Background: an optimization exercise with open tools, aiming at small area. Do not read the settings as production practice. In this exercise RTL edits were held to simulation tests only and were not proved equivalent to the original. Power is estimated from default activity; no workload was simulated.

== main ==
==> flow/design.v <==
module utile_To_Pulse(
	input		clk,
	input		signal_in,
	output	reg	pulse_out
	);
	reg		temp_state;
	always	@(posedge clk)	begin
		temp_state	<= signal_in;
		pulse_out	<= signal_in & ~temp_state;
	end
endmodule
module Grar_Box_6b_2_12b(
	input				clk,
	input				rst,
	input				ce,			 
	input				rise,		 
	input		[5:0]	data_in,
	input				order,
	output	reg [11:0]	data_out
	);
	reg		[5:0]	w;
	reg				o1;
	always	@(posedge clk)	begin
		if (ce) begin
			w	<= data_in;
			o1	<= order;
		end
	end
	wire	[5:0]	hi = order ? data_in : (o1 ? data_out[11:6] : w);
	wire	[5:0]	lo = order ? (o1 ? w : data_out[5:0]) : data_in;
	always	@(posedge clk)	begin
		if (rst)
			data_out <= 12'd0;
		else if (rise)
			data_out <= {hi, lo};
	end
endmodule
module add_operation
(
	input				rst,
	input 				clk,
	input				ce,			 
	input				pc,			 
	input				chg,		 
	input 		[10:0]	add_times,
	input				at_nz,		 
	input				en,
	input		[11:0]	data_in,
	output	wire [22:0]	res,
	output	reg			res_ok
	);
	reg		[10:0]	cnt_add;
	reg		[11:0]	sum_lo;
	reg		[10:0]	sum_hi;
	reg				carry;
	reg		[22:0]	res_q;
	reg				flag_add_times_changed;
	assign	res = res_q;
	wire	clr  = ~en | flag_add_times_changed;
	wire	lt   = cnt_add < add_times;
	wire	run  = ~clr & ~pc;
	wire	keep = ~ce | (run & lt);
	wire	add  = ce & run;
	wire	ld   = ce & run & ~lt;
	wire	[12:0]	sum_plus = {1'b0, sum_lo} + {1'b0, data_in};
	wire	[10:0]	cnt_inc = cnt_add + 11'd1;
	always	@(posedge clk)	begin
		sum_lo	<= (sum_lo & {12{~ce}}) | (sum_plus[11:0] & {12{ce & run & lt}})
				 | (data_in & {12{ce & run & ~lt}});
		carry	<= ce & run & lt & sum_plus[12];
		sum_hi		<= keep ? sum_hi + {10'd0, carry} : 11'd0;
		cnt_add		<= (cnt_add & {11{~ce}}) | (cnt_inc & {11{ce & run & lt}})
					 | {10'd0, ce & ~clr & pc & at_nz};
	end
	always	@(posedge clk)	begin
		if (rst) begin
			flag_add_times_changed <= 1'b0;
			res_ok		<= 1'b0;
		end
		else begin
			if (ce)
				flag_add_times_changed <= en & chg;
			if (ce & clr)
				res_ok	<= 1'b0;
			else if (ld)
				res_ok	<= 1'b1;
		end
	end
	always	@(posedge clk)	begin
		if (ld)
			res_q <= {sum_hi, sum_lo};
	end
endmodule
module Data_processing
	(
	input		wire			clk,
	input		wire			rst,
	input		wire	[367:0]	res_all,	 
	input		wire	[15:0]	res_ok,
	input		wire			en_trans,
	input		wire			S_AXIS_tready,
	output		wire	[3:0]	S_AXIS_tkeep,
	output		wire			S_AXIS_tlast,
	output		wire			S_AXIS_tvalid,
	output		wire	[31:0]	S_AXIS_tdata
	);
	localparam	IDLE = 2'b00, LAST = 2'b01, WAIT = 2'b10, BEAT = 2'b11;
	wire			en_pulse;
	reg		[1:0]	state;
	reg		[15:0]	sel;
	reg		[22:0]	beat_data;
	wire	[3:0]	cnt_ch;
	assign	cnt_ch[0] = sel[1] | sel[3] | sel[5] | sel[7] | sel[9] | sel[11] | sel[13] | sel[15];
	assign	cnt_ch[1] = sel[2] | sel[3] | sel[6] | sel[7] | sel[10] | sel[11] | sel[14] | sel[15];
	assign	cnt_ch[2] = |sel[7:4] | (|sel[15:12]);
	assign	cnt_ch[3] = |sel[15:8];
	assign S_AXIS_tkeep  = 4'b1111;
	assign S_AXIS_tvalid = state[0];
	assign S_AXIS_tlast  = state[0];
	assign S_AXIS_tdata  = {cnt_ch & {4{state[0]}}, 5'd0, beat_data & {23{state[0]}}};
	utile_To_Pulse u_to_pulse_en(
		.clk		(clk),
		.signal_in	(en_trans),
		.pulse_out	(en_pulse)
	);
	reg		[22:0]	sel_res;
	integer	i;
	always @(*) begin
		sel_res = 23'd0;
		for (i = 0; i < 16; i = i + 1)
			sel_res = sel_res | (res_all[i*23 +: 23] & {23{sel[i] & res_ok[i]}});
	end
	always @(posedge clk) begin
		if (rst) begin
			state	<= IDLE;
			sel		<= 16'd1;
		end
		else if (!state[1]) begin
			sel		<= 16'd1;
			state	<= (en_pulse && S_AXIS_tready) ? WAIT : IDLE;
		end
		else if (S_AXIS_tready) begin
			if (state == WAIT)
				state	<= sel[15] ? LAST : BEAT;
			else begin
				state	<= WAIT;
				sel		<= {sel[14:0], sel[15]};
			end
		end
	end
	always @(posedge clk) begin
		if (state == WAIT && S_AXIS_tready)
			beat_data	<= sel_res;
	end
endmodule
module ad9637_datapath (
	input	wire			clk,
	input	wire			rst,			 
	input	wire			adc0_word_valid,	 
	input	wire	[47:0]	adc0_word,			 
	input	wire			adc1_word_valid,
	input	wire	[47:0]	adc1_word,
	input	wire	[15:0]	bit_order,
	input	wire	[15:0]	en_data_process,
	input	wire			en_trans,
	input	wire	[10:0]	add_times_cfg,
	input	wire			debug_choise,
	output	wire	[5:0]	led_data_show,
	input	wire			M_AXIS_tready,
	output	wire	[3:0]	M_AXIS_tkeep,
	output	wire			M_AXIS_tlast,
	output	wire			M_AXIS_tvalid,
	output	wire	[31:0]	M_AXIS_tdata,
	output	wire			M_AXIS_aresetn
);
	assign	led_data_show[5:0] = (debug_choise == 1'b1) ? adc1_word[5:0] : adc0_word[5:0];
	assign	M_AXIS_aresetn = ~rst;
	reg		[1:0]	phase;
	reg		[1:0]	pc;
	reg		[10:0]	add_times_copy0, add_times_copy1;
	wire	[1:0]	valid = {adc1_word_valid, adc0_word_valid};
	wire	[1:0]	first = ~phase;
	wire	[1:0]	rise  = valid & phase & {2{~rst}};
	wire	[1:0]	chg;
	assign	chg[0] = add_times_cfg != add_times_copy0;
	assign	chg[1] = add_times_cfg != add_times_copy1;
	always @(posedge clk) begin
		if (rst) begin
			phase <= 2'b00;
			pc <= 2'b11;
		end
		else begin
			phase <= phase ^ valid;
			pc <= pc & ~rise;
		end
		if (rst | rise[0])
			add_times_copy0 <= add_times_cfg;
		if (rst | rise[1])
			add_times_copy1 <= add_times_cfg;
	end
	wire	[95:0]	word = {adc1_word, adc0_word};
	wire	[191:0]	sample;
	wire	[367:0]	res_all;
	wire	[15:0]	res_ok;
	genvar	g;
	generate
		for (g = 0; g < 16; g = g + 1) begin: gen_ch
			Grar_Box_6b_2_12b GB(
				.clk		(clk),
				.rst		(rst),
				.ce			(first[g/8]),
				.rise		(rise[g/8]),
				.data_in	(word[g*6 +: 6]),
				.order		(bit_order[g]),
				.data_out	(sample[g*12 +: 12])
			);
			add_operation ACC(
				.rst		(rst),
				.clk		(clk),
				.ce			(rise[g/8]),
				.pc			(pc[g/8]),
				.chg		(chg[g/8]),
				.at_nz		(|add_times_cfg),
				.add_times	(add_times_cfg),
				.en			(en_data_process[g]),
				.data_in	(sample[g*12 +: 12]),
				.res		(res_all[g*23 +: 23]),
				.res_ok		(res_ok[g])
			);
		end
	endgenerate
	Data_processing	u_data_processing(
		.clk			(clk),
		.rst			(rst),
		.res_all		(res_all),
		.res_ok			(res_ok),
		.en_trans		(en_trans),
		.S_AXIS_tready	(M_AXIS_tready),
		.S_AXIS_tkeep	(M_AXIS_tkeep),
		.S_AXIS_tlast	(M_AXIS_tlast),
		.S_AXIS_tvalid	(M_AXIS_tvalid),
		.S_AXIS_tdata	(M_AXIS_tdata)
	);
endmodule
==> flow/config.mk <==
export PLATFORM = sky130hd
export DESIGN_NAME = ad9637_datapath
export DESIGN_NICKNAME = ad9637_datapath
export VERILOG_FILES = /design/flow/design.v
export SDC_FILE = /design/flow/constraint.sdc
export NUM_CORES = 4
export LEC_CHECK = 0
export CAP_MARGIN = 20
export CORE_MARGIN = 2
export CORE_UTILIZATION = 40
export CTS_CLUSTER_DIAMETER = 80
export CTS_CLUSTER_SIZE = 20
export GPL_TIMING_DRIVEN = 0
export SETUP_SLACK_MARGIN = 0.1
export SLEW_MARGIN = 20
==> flow/constraint.sdc <==
create_clock -name core_clock -period 5.0 [get_ports {clk}]
set_input_delay 1.0000 -clock core_clock [delete_from_list [all_inputs] [get_ports {clk}]]
set_output_delay 1.0000 -clock core_clock [all_outputs]
set_load 0.01 [all_outputs]
standard.sh (not shown) runs the stock make flow with config.mk's settings and CLKGATE_MAP_FILE= SYNTH_SCRIPT=/design/flow/synth_recipe.tcl, a recipe that flattens the netlist after the stock synthesis.
==> flow/flow/run.sh <==
#!/bin/bash
# Layout flow: the standard synthesis, then the combinational logic re-mapped
# for area by Yosys/ABC (flip-flops untouched), then the standard ORFS layout
# with the port buffers made from buf_2. Each tool's output goes to a log here.
set -euo pipefail
W=$PWD
R=$W/orfs/results/sky130hd/ad9637_datapath/base
BP="BUFFER_PORTS_ARGS=-buffer_cell sky130_fd_sc_hd__buf_2"
LIB=$FLOW_HOME/platforms/sky130hd/lib/sky130_fd_sc_hd__tt_025C_1v80.lib
bash standard.sh "$BP" synth > make_synth.log 2>&1
cp "$R/1_2_yosys.v" "$W/std_1_2_yosys.v"
sed -e "s#@LIB@#$LIB#g" -e "s#@IN@#$W/std_1_2_yosys.v#" -e "s#@OUT@#$W/remap_1_2_yosys.v#" \
    -e "s#@ABC@#$W/flow/area.abc#" flow/remap.ys > remap_run.ys
yosys -s remap_run.ys > yosys_remap.log 2>&1
cp "$W/remap_1_2_yosys.v" "$R/1_2_yosys.v"
rm -f "$R/1_synth.odb" "$R/1_synth.sdc"
bash standard.sh "$BP" finish > make_finish.log 2>&1
==> flow/flow/area.abc <==
strash
dch -f
amap
strash
dch -f
amap
strash
dch -f
amap
strash
dch -f
amap
strash
dch -f
amap
strash
dch -f
amap
strash
dch -f
amap
strash
dch -f
amap
strash
dch -f
amap
strash
dch -f
amap
strash
dch -f
amap
strash
dch -f
amap
strash
dch -f
amap
strash
dch -f
amap
strash
dch -f
amap
strash
dch -f
amap
topo
==> flow/flow/remap.ys <==
# Re-map the combinational logic of the standard synthesis for area. The
# flip-flops (and tie cells) stay as the standard synthesis made them, with
# the same instance names and cell types.
read_liberty -ignore_miss_func @LIB@
read_verilog @IN@
hierarchy -top ad9637_datapath
setattr -mod -set keep_hierarchy 1 sky130_fd_sc_hd__df* sky130_fd_sc_hd__edf* sky130_fd_sc_hd__conb_1
flatten
blackbox sky130_fd_sc_hd__*
opt_clean -purge
abc -liberty @LIB@ -script @ABC@ -dont_use *lpflow* -dont_use *probe*
opt_clean -purge
read_liberty -lib -ignore_redef @LIB@
hilomap -singleton -hicell sky130_fd_sc_hd__conb_1 HI -locell sky130_fd_sc_hd__conb_1 LO
splitnets
opt_clean -purge
check -assert
stat -liberty @LIB@
write_verilog -noattr -nohex -nodec @OUT@
main was carried through to the last stage, and its layout satisfied the timing, design-rule and antenna checks.
## Diff of input files: the feature branch against main
==> flow/design.v, changed modules only <==
module add_operation
(
	input				rst,
	input 				clk,
	input				ce,			 
	input				pc,			 
	input				chg,		 
	input 		[10:0]	add_times,
	input				at_nz,		 
	input				en,
	input		[11:0]	data_in,
	output	wire [22:0]	res,
	output	reg			res_ok
	);
	reg		[10:0]	cnt_add;
	reg		[11:0]	sum_lo;
	reg		[10:0]	sum_hi;
	reg				carry;
	reg		[22:0]	res_q;
	reg				flag_add_times_changed;
	assign	res = res_q;
	wire	clr  = ~en | flag_add_times_changed;
	wire	lt   = cnt_add < add_times;
	wire	run  = ~clr & ~pc;
	wire	keep = ~ce | (run & lt);
	wire	add  = ce & run;
	wire	ld   = ce & run & ~lt;
	wire	[12:0]	sum_plus = {1'b0, sum_lo} + {1'b0, data_in};
	wire	inc  = ce & ~clr & (pc ? at_nz : lt);
	always	@(posedge clk)	begin
		sum_lo	<= (sum_lo & {12{~ce}}) | (sum_plus[11:0] & {12{ce & run & lt}})
				 | (data_in & {12{ce & run & ~lt}});
		carry	<= ce & run & lt & sum_plus[12];
		sum_hi		<= keep ? sum_hi + {10'd0, carry} : 11'd0;
		cnt_add		<= (keep ? cnt_add : 11'd0) + {10'd0, inc};
	end
	always	@(posedge clk)	begin
		if (rst) begin
			flag_add_times_changed <= 1'b0;
			res_ok		<= 1'b0;
		end
		else begin
			if (ce)
				flag_add_times_changed <= en & chg;
			if (ce & clr)
				res_ok	<= 1'b0;
			else if (ld)
				res_ok	<= 1'b1;
		end
	end
	always	@(posedge clk)	begin
		if (ld)
			res_q <= {sum_hi, sum_lo};
	end
endmodule
Notes after the runs:
- Status: multi-input gate share of the layout cell area parity (main, the feature branch)
- Compared the feature branch against main; CTS clock-pin slew for the worst setup and hold paths within noise.
- Sort main and the feature branch by fraction of final layout cells with drive strength greater than 1, ascending, and main comes first.
- Summary — worst hold slack, the feature branch relative to main: lower, by 0.0041 ns.
- Clock share of power was higher in the run labelled the feature branch.
- Setup slack in the feature branch is smaller than in main.
- Sum of routed wire length over all layers (higher): the feature branch
- Register-to-register slack: the feature branch vs main down 0.44 ns
- Compared to main, the feature branch has largest clock skew in the final design 0.0071 ns lower.
- Met3 wirelength from detailed routing, the feature branch vs main: up by more than 10%
- On number of cells after detailed placement, the feature branch tracks main almost exactly.
- The feature branch: power density normalized to cell area 1.5% below main

## re-timing with driven ports
The flow's constraints put no driver on any port. The routed layouts listed below were extracted and timed again, unchanged, in two steps. Step 1 (the two cells are an assumption about what drives the block):
set clk [get_ports {clk}]
set_driving_cell -lib_cell sky130_fd_sc_hd__clkbuf_16 $clk
set_driving_cell -lib_cell sky130_fd_sc_hd__buf_2 [delete_from_list [all_inputs] $clk]
Step 2 also shifts input and output timing later by t, the mid clock arrival at the registers, as if the neighbouring blocks saw the same clock. a / b / c = ideal ports / drivers / drivers and shift; a / b = the first two.
| run | shift t [ns] | setup WS [ns] | worst setup path at the end |
|---|---|---|---|
| main | 0.750 | 0.318 / 0.352 / -0.397 | input to register |
| the feature branch | 0.772 | 0.274 / 0.325 / -0.447 | input to register |
With both steps, setup timing fails in main and the feature branch, where it was met with ideal ports. For the feature branch, which loses most, drivers alone change the setup slack by +0.051 ns; drivers and shift together by -0.721 ns.
